Context: an optimization exercise on an open-source flow, tuned for small area. The choices shown serve that exercise and are no tape-out recipe.
Where RTL was checked, it was by simulation tests only, not by an equivalence proof against the original.
Power figures rest on the tool's default switching activity, not on a simulated workload.

==> branch cedar <==
==> flow/design.v <==
`timescale 1ns / 1ps
module counter(input clk, input nRst, output tick_1khz);
localparam [14:0] R = 15'b110010101100110;
localparam [14:0] W = 15'b101111001110100;
localparam [14:0] T = 15'b101011101111111;
localparam [14:0] TMASK = 15'b101010101111111;
reg [14:0] s;
assign tick_1khz = ((s & TMASK) == (T & TMASK));
always @(posedge clk)
    if (~nRst)
        s <= R;
    else if (tick_1khz)
        s <= W;
    else
        s <= {s[13:0], ~(s[14] ^ s[13])};
endmodule
`timescale 1ns / 1ps
module debounce(input clk, nRst, button_in, output reg DB_out);
reg [10:0] q;
reg DFF1, DFF2;
wire done = (q[7:0] == 8'b10111111);
always @(posedge clk) begin
    DFF1 <= nRst & button_in;
    DFF2 <= nRst & DFF1;
    if (~nRst | (DFF1 ^ DFF2))
        q <= 11'd0;
    else
        q <= {q[9:0], ~(q[10] ^ q[8])};
    if (~nRst)
        DB_out <= 1'b0;
    else if (done)
        DB_out <= DFF2;
end
endmodule
`timescale 1ns / 1ps
module increase(input clk, input nRst, input inc, output inc_falling);
wire db;
reg db_d;
debounce db0(.clk(clk), .nRst(nRst), .button_in(inc), .DB_out(db));
assign inc_falling = ~db & db_d;
always @(posedge clk) db_d <= nRst & db;
endmodule
`timescale 1ns / 1ps
module next(input clk, input nRst, input next, output next_falling);
wire db;
reg db_d;
debounce db1(.clk(clk), .nRst(nRst), .button_in(next), .DB_out(db));
assign next_falling = ~db & db_d;
always @(posedge clk) db_d <= nRst & db;
endmodule
`timescale 1ns / 1ps
module timer(clk, nRst, inc, next, seg_dat, seg_sel);
input clk, nRst, inc, next;
output [7:0] seg_dat;
output [3:0] seg_sel;
wire tick, inc_f, next_f;
counter c0(.clk(clk), .nRst(nRst), .tick_1khz(tick));
increase in0(.clk(clk), .nRst(nRst), .inc(inc), .inc_falling(inc_f));
next ne0(.clk(clk), .nRst(nRst), .next(next), .next_falling(next_f));
core u0(.clk(clk), .nRst(nRst), .tick(tick), .inc_f(inc_f), .next_f(next_f),
        .seg_dat(seg_dat), .seg_sel(seg_sel));
endmodule
module core(clk, nRst, tick, inc_f, next_f, seg_dat, seg_sel);
input clk, nRst, tick, inc_f, next_f;
output [7:0] seg_dat;
output [3:0] seg_sel;
reg pre;             
reg [1:0] sst;       
reg [3:0] seg;
reg [6:0] cnt1, cnt2;
reg [2:0] nc;
reg [3:0] a1, a2, a3, a4, b1, b2, b3, b4;
wire run = nc[2];
wire bz = (b1 == 0) & (b2 == 0) & (b3 == 0) & (b4 == 0);
assign seg_sel = pre ? 4'b1111 : ~(4'b1000 >> sst);
wire [3:0] s = seg;
assign seg_dat[0] = ~((~s[0] & ~s[1] & s[2]) | (s[0] & ~s[1] & ~s[2] & ~s[3]) | (s[1] & s[3]));
assign seg_dat[1] = ((~s[2]) | (~s[0] & ~s[1]) | (s[0] & s[1] & ~s[3]));
assign seg_dat[2] = ~((s[1] & s[3]) | (~s[0] & s[1] & ~s[2]));
assign seg_dat[3] = ~((~s[0] & ~s[1] & s[2]) | (s[0] & ~s[1] & ~s[2]) | (s[0] & s[1] & s[2]));
assign seg_dat[4] = ~((~s[1] & s[2]) | (s[0]));
assign seg_dat[5] = ~((s[1] & ~s[2]) | (s[0] & s[1]) | (s[0] & ~s[2] & ~s[3]));
assign seg_dat[6] = ~((s[0] & s[1] & s[2]) | (~s[1] & ~s[2] & ~s[3]));
assign seg_dat[7] = 1'b0;
reg [3:0] onv;
always @(*)
    case (sst)
    2'd0: onv = run ? b2 : a2;
    2'd1: onv = run ? b3 : a3;
    2'd2: onv = run ? b4 : a4;
    default: onv = run ? b1 : a1;
    endcase
function [3:0] bcdinc(input [3:0] d);
    bcdinc = (d[3] & d[0]) ? 4'd0 : d + 4'd1;
endfunction
wire br4 = (b4 == 0), br3 = br4 & (b3 == 0), br2 = br3 & (b2 == 0);
wire [3:0] d4 = br4 ? 4'd9 : b4 - 4'd1;
wire [3:0] d3 = br4 ? (br3 ? 4'd9 : b3 - 4'd1) : b3;
wire [3:0] d2 = br3 ? (br2 ? 4'd9 : b2 - 4'd1) : b2;
wire [3:0] d1 = br2 ? b1 - 4'd1 : b1;
always @(posedge clk) begin
    if (~nRst) begin
        pre <= 1'b1;
        sst <= 2'd3;
        seg <= 4'd0;
        cnt1 <= 7'd0;
        cnt2 <= 7'd0;
        nc <= 3'd0;
        a1 <= 0; a2 <= 0; a3 <= 0; a4 <= 0;
        b1 <= 0; b2 <= 0; b3 <= 0; b4 <= 0;
    end else begin
        if (tick) begin
            pre <= 1'b0;
            sst <= sst + 2'd1;
            if (run) begin
                seg <= onv;
                if (cnt2 <= 7'd100)
                    cnt2 <= cnt2 + 7'd1;
                else begin
                    cnt2 <= 7'd0;
                    b1 <= d1; b2 <= d2; b3 <= d3; b4 <= d4;
                end
            end else begin
                b1 <= a1; b2 <= a2; b3 <= a3; b4 <= a4;
                if (cnt1 < 7'd50) begin
                    cnt1 <= cnt1 + 7'd1;
                    seg <= onv;
                end else if (cnt1 < 7'd100) begin
                    cnt1 <= cnt1 + 7'd1;
                    seg <= 4'd15;
                end else
                    cnt1 <= 7'd0;
            end
        end
        if (run) begin
            if (bz) begin
                nc <= 3'd0;
                a1 <= 0; a2 <= 0; a3 <= 0; a4 <= 0;
            end
        end else begin
            if (next_f)
                nc <= nc + 3'd1;
            if (inc_f) begin
                if (nc == 3'd0) a1 <= bcdinc(a1);
                if (nc == 3'd1) a2 <= bcdinc(a2);
                if (nc == 3'd2) a3 <= bcdinc(a3);
                if (nc == 3'd3) a4 <= bcdinc(a4);
            end
        end
    end
end
endmodule
==> flow/flow/run.sh <==
#!/bin/bash
set -euo pipefail
here=$(pwd)
rm -rf "$here/scripts"
cp -r "$FLOW_HOME/scripts" "$here/scripts"
cp "$here/flow/abc_map.script" "$here/scripts/abc_speed.script"
cp "$here/flow/abc_map.script" "$here/scripts/abc_area.script"
bash standard.sh SCRIPTS_DIR="$here/scripts" ADDER_MAP_FILE= \
    BUFFER_PORTS_ARGS="-buffer_cell sky130_fd_sc_hd__buf_1" \
    CTS_ARGS="-sink_clustering_enable -repair_clock_nets -dont_use_dummy_load -sink_clustering_size 40 -buf_list sky130_fd_sc_hd__clkbuf_8" \
    finish > "$here/flow_make.log" 2>&1
==> flow/flow/abc_map.script <==
strash
dch -f
amap
==> flow/standard.sh <==
#!/bin/bash
# synth_recipe.tcl (not shown) runs the flow's synth.tcl, then flattens the netlist and writes it again
# the make line also repeats each setting of config.mk as NAME=value (left out here)
make -C /OpenROAD-flow-scripts/flow DESIGN_CONFIG=/design/flow/config.mk WORK_HOME=/design/flow/orfs CLKGATE_MAP_FILE= SYNTH_SCRIPT=/design/flow/synth_recipe.tcl "${@:-finish}"
==> flow/config.mk <==
export PLATFORM = sky130hd
export DESIGN_NAME = timer
export DESIGN_NICKNAME = timer
export VERILOG_FILES = /design/flow/design.v
export SDC_FILE = /design/flow/constraint.sdc
export NUM_CORES = 4
export LEC_CHECK = 0
export CAP_MARGIN = 20
export CORE_MARGIN = 2
export CORE_UTILIZATION = 40
export SLEW_MARGIN = 20
==> flow/constraint.sdc <==
create_clock -name core_clock -period 40.0 [get_ports {clk}]
set_input_delay 8.0000 -clock core_clock [delete_from_list [all_inputs] [get_ports {clk}]]
set_output_delay 8.0000 -clock core_clock [all_outputs]
set_load 0.01 [all_outputs]
==> branch amber (differences from branch cedar) <==
--- a/flow/design.v
+++ b/flow/design.v
@@ -66,4 +66,3 @@
 output [3:0] seg_sel;
-reg pre;             
-reg [1:0] sst;       
+reg [1:0] sst;
 reg [3:0] seg;
@@ -74,11 +73,15 @@
 wire bz = (b1 == 0) & (b2 == 0) & (b3 == 0) & (b4 == 0);
+wire pre = seg[3] & seg[1] & ~seg[0];
+wire show = ~cnt1[6];
+wire hold = cnt1[6] & cnt1[5] & cnt1[4] & cnt1[1];
+wire step = &cnt2;
 assign seg_sel = pre ? 4'b1111 : ~(4'b1000 >> sst);
 wire [3:0] s = seg;
-assign seg_dat[0] = ~((~s[0] & ~s[1] & s[2]) | (s[0] & ~s[1] & ~s[2] & ~s[3]) | (s[1] & s[3]));
+assign seg_dat[0] = ~((~s[0] & ~s[1] & s[2]) | (s[0] & ~s[1] & ~s[2] & ~s[3]) | (s[2] & s[3]));
 assign seg_dat[1] = ((~s[2]) | (~s[0] & ~s[1]) | (s[0] & s[1] & ~s[3]));
-assign seg_dat[2] = ~((s[1] & s[3]) | (~s[0] & s[1] & ~s[2]));
+assign seg_dat[2] = ~((s[2] & s[3]) | (~s[0] & s[1] & ~s[2] & ~s[3]));
 assign seg_dat[3] = ~((~s[0] & ~s[1] & s[2]) | (s[0] & ~s[1] & ~s[2]) | (s[0] & s[1] & s[2]));
 assign seg_dat[4] = ~((~s[1] & s[2]) | (s[0]));
-assign seg_dat[5] = ~((s[1] & ~s[2]) | (s[0] & s[1]) | (s[0] & ~s[2] & ~s[3]));
-assign seg_dat[6] = ~((s[0] & s[1] & s[2]) | (~s[1] & ~s[2] & ~s[3]));
+assign seg_dat[5] = ~((s[0] & s[1]) | (s[0] & ~s[2] & ~s[3]) | (s[1] & ~s[2] & ~s[3]));
+assign seg_dat[6] = ~((s[0] & s[1] & s[2]) | (~s[1] & ~s[2] & ~s[3]) | (s[1] & s[3]));
 assign seg_dat[7] = 1'b0;
@@ -102,7 +105,6 @@
     if (~nRst) begin
-        pre <= 1'b1;
         sst <= 2'd3;
-        seg <= 4'd0;
-        cnt1 <= 7'd0;
-        cnt2 <= 7'd0;
+        seg <= 4'd10;
+        cnt1 <= 7'd14;
+        cnt2 <= 7'd26;
         nc <= 3'd0;
@@ -112,3 +114,2 @@
         if (tick) begin
-            pre <= 1'b0;
             sst <= sst + 2'd1;
@@ -116,6 +117,6 @@
                 seg <= onv;
-                if (cnt2 <= 7'd100)
+                if (~step)
                     cnt2 <= cnt2 + 7'd1;
                 else begin
-                    cnt2 <= 7'd0;
+                    cnt2 <= 7'd26;
                     b1 <= d1; b2 <= d2; b3 <= d3; b4 <= d4;
@@ -124,6 +125,6 @@
                 b1 <= a1; b2 <= a2; b3 <= a3; b4 <= a4;
-                if (cnt1 < 7'd50) begin
+                if (show) begin
                     cnt1 <= cnt1 + 7'd1;
                     seg <= onv;
-                end else if (cnt1 < 7'd100) begin
+                end else if (~hold) begin
                     cnt1 <= cnt1 + 7'd1;
@@ -131,3 +132,3 @@
                 end else
-                    cnt1 <= 7'd0;
+                    cnt1 <= 7'd14;
             end
@@ -143,6 +144,6 @@
             if (inc_f) begin
-                if (nc == 3'd0) a1 <= bcdinc(a1);
-                if (nc == 3'd1) a2 <= bcdinc(a2);
-                if (nc == 3'd2) a3 <= bcdinc(a3);
-                if (nc == 3'd3) a4 <= bcdinc(a4);
+                if (nc[1:0] == 2'd0) a1 <= bcdinc(a1);
+                if (nc[1:0] == 2'd1) a2 <= bcdinc(a2);
+                if (nc[1:0] == 2'd2) a3 <= bcdinc(a3);
+                if (nc[1:0] == 2'd3) a4 <= bcdinc(a4);
             end
--- a/flow/flow/run.sh
+++ b/flow/flow/run.sh
@@ -5,4 +5,12 @@
 cp -r "$FLOW_HOME/scripts" "$here/scripts"
-cp "$here/flow/abc_map.script" "$here/scripts/abc_speed.script"
-cp "$here/flow/abc_map.script" "$here/scripts/abc_area.script"
+cp "$here"/flow/abc_try_*.script "$here/flow/abc_best.tcl" "$here/scripts/"
+python3 - "$here/scripts/synth.tcl" <<'PY'
+import sys
+p = sys.argv[1]
+s = open(p).read()
+old = "  log_cmd abc {*}$abc_args\n"
+assert s.count(old) == 1
+s = s.replace(old, "  source $::env(SCRIPTS_DIR)/abc_best.tcl\n")
+open(p, "w").write(s)
+PY
 bash standard.sh SCRIPTS_DIR="$here/scripts" ADDER_MAP_FILE= \
==> flow/flow/abc_best.tcl (new file) <==
# Map the combinational logic with each of several ABC scripts and keep the
# smallest result. The flip-flops are mapped before this and are not touched.
set abc_best_area -1
set abc_best_script ""
design -save abc_best_pre
foreach abc_try [lsort [glob $::env(SCRIPTS_DIR)/abc_try_*.script]] {
  design -load abc_best_pre
  abc {*}[lreplace $abc_args 1 1 $abc_try]
  tee -q -o $::env(OBJECTS_DIR)/abc_try.txt stat {*}$lib_args
  set f [open $::env(OBJECTS_DIR)/abc_try.txt r]
  set txt [read $f]
  close $f
  regexp {Chip area for module '[^']*': ([0-9.]+)} $txt -> area
  puts "ABC try [file tail $abc_try]: area $area"
  if { $abc_best_area < 0 || $area < $abc_best_area } {
    set abc_best_area $area
    set abc_best_script $abc_try
  }
}
design -load abc_best_pre
puts "ABC best: [file tail $abc_best_script] area $abc_best_area"
log_cmd abc {*}[lreplace $abc_args 1 1 $abc_best_script]
==> flow/flow/abc_try_1.script (new file) <==
strash
dch -f
amap
==> flow/flow/abc_try_2.script (new file) <==
strash
dc2
dch -f
amap
==> flow/flow/abc_try_3.script (new file) <==
strash
dc2
dc2
dch -f
amap
==> flow/flow/abc_try_4.script (new file) <==
strash
ifraig
dc2
dc2
dch -f
amap
==> flow/flow/abc_try_5.script (new file) <==
strash
dc2
dch -f
amap
strash
dc2
dch -f
amap
==> flow/flow/abc_try_6.script (new file) <==
strash
drw
dc2
dch -f
amap
==> flow/flow/abc_try_7.script (new file) <==
strash
ifraig
dch -f
amap
==> flow/flow/abc_try_8.script (new file) <==
strash
dc2
dc2
dc2
dch -f
amap
CORE_UTILIZATION = 70   (was 40)
PLACE_DENSITY = 0.85   (was default)
removed: flow/flow/abc_map.script
==> branch violet (differences from branch cedar) <==
--- a/flow/design.v
+++ b/flow/design.v
@@ -2,15 +2,9 @@
 module counter(input clk, input nRst, output tick_1khz);
-localparam [14:0] R = 15'b110010101100110;
-localparam [14:0] W = 15'b101111001110100;
-localparam [14:0] T = 15'b101011101111111;
-localparam [14:0] TMASK = 15'b101010101111111;
-reg [14:0] s;
-assign tick_1khz = ((s & TMASK) == (T & TMASK));
+reg [14:0] k;
+assign tick_1khz = (k == 15'd12500);
 always @(posedge clk)
-    if (~nRst)
-        s <= R;
-    else if (tick_1khz)
-        s <= W;
+    if (~nRst | (k == 15'd25001))
+        k <= 15'd0;
     else
-        s <= {s[13:0], ~(s[14] ^ s[13])};
+        k <= k + 15'd1;
 endmodule
@@ -18,5 +12,5 @@
 module debounce(input clk, nRst, button_in, output reg DB_out);
-reg [10:0] q;
+parameter N = 11;
+reg [N-1:0] q;
 reg DFF1, DFF2;
-wire done = (q[7:0] == 8'b10111111);
 always @(posedge clk) begin
@@ -25,8 +19,8 @@
     if (~nRst | (DFF1 ^ DFF2))
-        q <= 11'd0;
+        q <= 0;
     else
-        q <= {q[9:0], ~(q[10] ^ q[8])};
+        q <= q + 1'b1;
     if (~nRst)
         DB_out <= 1'b0;
-    else if (done)
+    else if (q[N-1])
         DB_out <= DFF2;
==> flow/run.sh (new file) <==
#!/bin/bash
# synth_recipe.tcl (not shown) runs the flow's synth.tcl, then flattens the netlist and writes it again
# the make line also repeats each setting of config.mk as NAME=value (left out here)
make -C /OpenROAD-flow-scripts/flow DESIGN_CONFIG=/design/flow/config.mk WORK_HOME=/design/flow/orfs CLKGATE_MAP_FILE= SYNTH_SCRIPT=/design/flow/synth_recipe.tcl finish
removed: flow/flow/run.sh
removed: flow/flow/abc_map.script
removed: flow/standard.sh
==> branch tundra (differences from branch cedar) <==
==> flow/flow/run.sh (replaced) <==
#!/bin/bash
set -euo pipefail
here=$(pwd)
rm -rf "$here/scripts"
cp -r "$FLOW_HOME/scripts" "$here/scripts"
cp "$here/flow/abc_map.script" "$here/scripts/abc_speed.script"
cp "$here/flow/abc_map.script" "$here/scripts/abc_area.script"
bash standard.sh SCRIPTS_DIR="$here/scripts" ADDER_MAP_FILE= finish > "$here/flow_make.log" 2>&1
==> summary.txt <==
Placement
  • Place WS: 30210 ps

Cells and area
  • Post-Layout Cell Count: 685
  • Multi-input logic area: 0.00181 mm2
  • Signal buffers: 18

Setup path
  • Crit. End Element: primary output
  • R2R depth: 8
  • R2R setup slack: 37160 ps
  • Crit path largest cell delay: 470 ps

Routing
  • Wire per inst: 12.8 um

Global route
  • Grt met1 use: 21.6%

Outcome
  • Status: timing/DRC/antenna clean

STA
  • Min cycle time layout: 9950 ps
(the above is from branch tundra)
==> summary.txt <==
Global route
  • Grt met1 use: 37.1%

STA
  • Min cycle time layout: 10000 ps

Setup path
  • R2R depth: 9
  • Crit path largest cell delay: 730 ps
  • R2R setup slack: 37000 ps
  • Crit-path leading delay family: buffers and inverters

Cells and area
  • Multi-input logic area: 0.00181 mm2
  • Signal buffers: 17

Outcome
  • Status: timing/DRC/antenna clean

Placement
  • Place WS: 29480 ps
(the above is from branch amber)
==> summary.txt <==
Outcome
  • Status: timing/DRC/antenna clean

Cells and area
  • Signal buffers: 17
  • Multi-input logic area: 0.00308 mm2

STA
  • Min cycle time layout: 9760 ps

Setup path
  • Crit. End Element: primary output
  • R2R setup slack: 37790 ps
  • R2R depth: 7

Placement
  • Place WS: 29960 ps

Routing
  • Wire per inst: 14.5 um

Global route
  • Grt met1 use: 22.7%
(the above is from branch violet)
==> summary.txt <==
Outcome
  • Status: timing/DRC/antenna clean

STA
  • Skew final: 19.4 ps
  • Unrepaired setup endpoints after global routing: no
  • Least-Margin Pin Slew: 965 ps
  • Min cycle time layout: 9550 ps

Global route
  • Grt met1 use: 20.5%

Setup path
  • Crit path largest cell delay: 380 ps
  • Crit. End Element: primary output
  • R2R depth: 9

Cells and area
  • Post-Layout Cell Count: 678
  • Signal buffers: 18
  • Cell area after layout: 0.00443 mm2
  • Multi-input logic area: 0.00181 mm2

Routing
  • Wire per inst: 12.8 um

Pwr
  • Total power per unit cell area: 35.5 mW/mm2

Placement
  • Place WS: 30280 ps
(the above is from branch cedar)
The RTL of branch cedar, branch amber and branch tundra was laid out without a check of its function.

-- port drivers added, routing unchanged --
Ports are ideal in the flow. The routed layouts listed here were re-timed in OpenROAD.
Step 1 sets driving cells, clkbuf_16 on the clock port and buf_2 on the other inputs (assumed; they add their load-dependent delay and slew).
Step 2 adds t to the input delays and takes it off the output delays; t is the mean of the earliest and latest rising clock arrival at the registers after step 1. Input paths then give back, and output paths get back, about the clock's delay inside the block.
a / b / c = ideal ports / drivers / drivers and shift; a / b = the first two.
run	t, ns	setup slack, ns	worst hold slack (ns)	clock arrival spread, ns	slew at the worst register clock pin (ns)
branch cedar	0.369	30.454 / 30.424 / 30.292	0.427 / 0.427 / 0.427	0.027 / 0.027	0.09 / 0.09
branch amber	0.389	29.998 / 30.001 / 29.612	0.421 / 0.421 / 0.421	0.035 / 0.034	0.10 / 0.10
branch violet	0.384	30.237 / 30.197 / 29.988	0.447 / 0.447 / 0.447	0.007 / 0.006	0.07 / 0.07
branch tundra	0.398	30.052 / 30.020 / 30.246	0.420 / 0.420 / 0.420	0.012 / 0.011	0.10 / 0.10
After both steps setup and hold are still met in every run listed. For branch amber, which loses most, drivers alone change the setup slack by +0.003 ns; drivers and shift together by -0.386 ns.
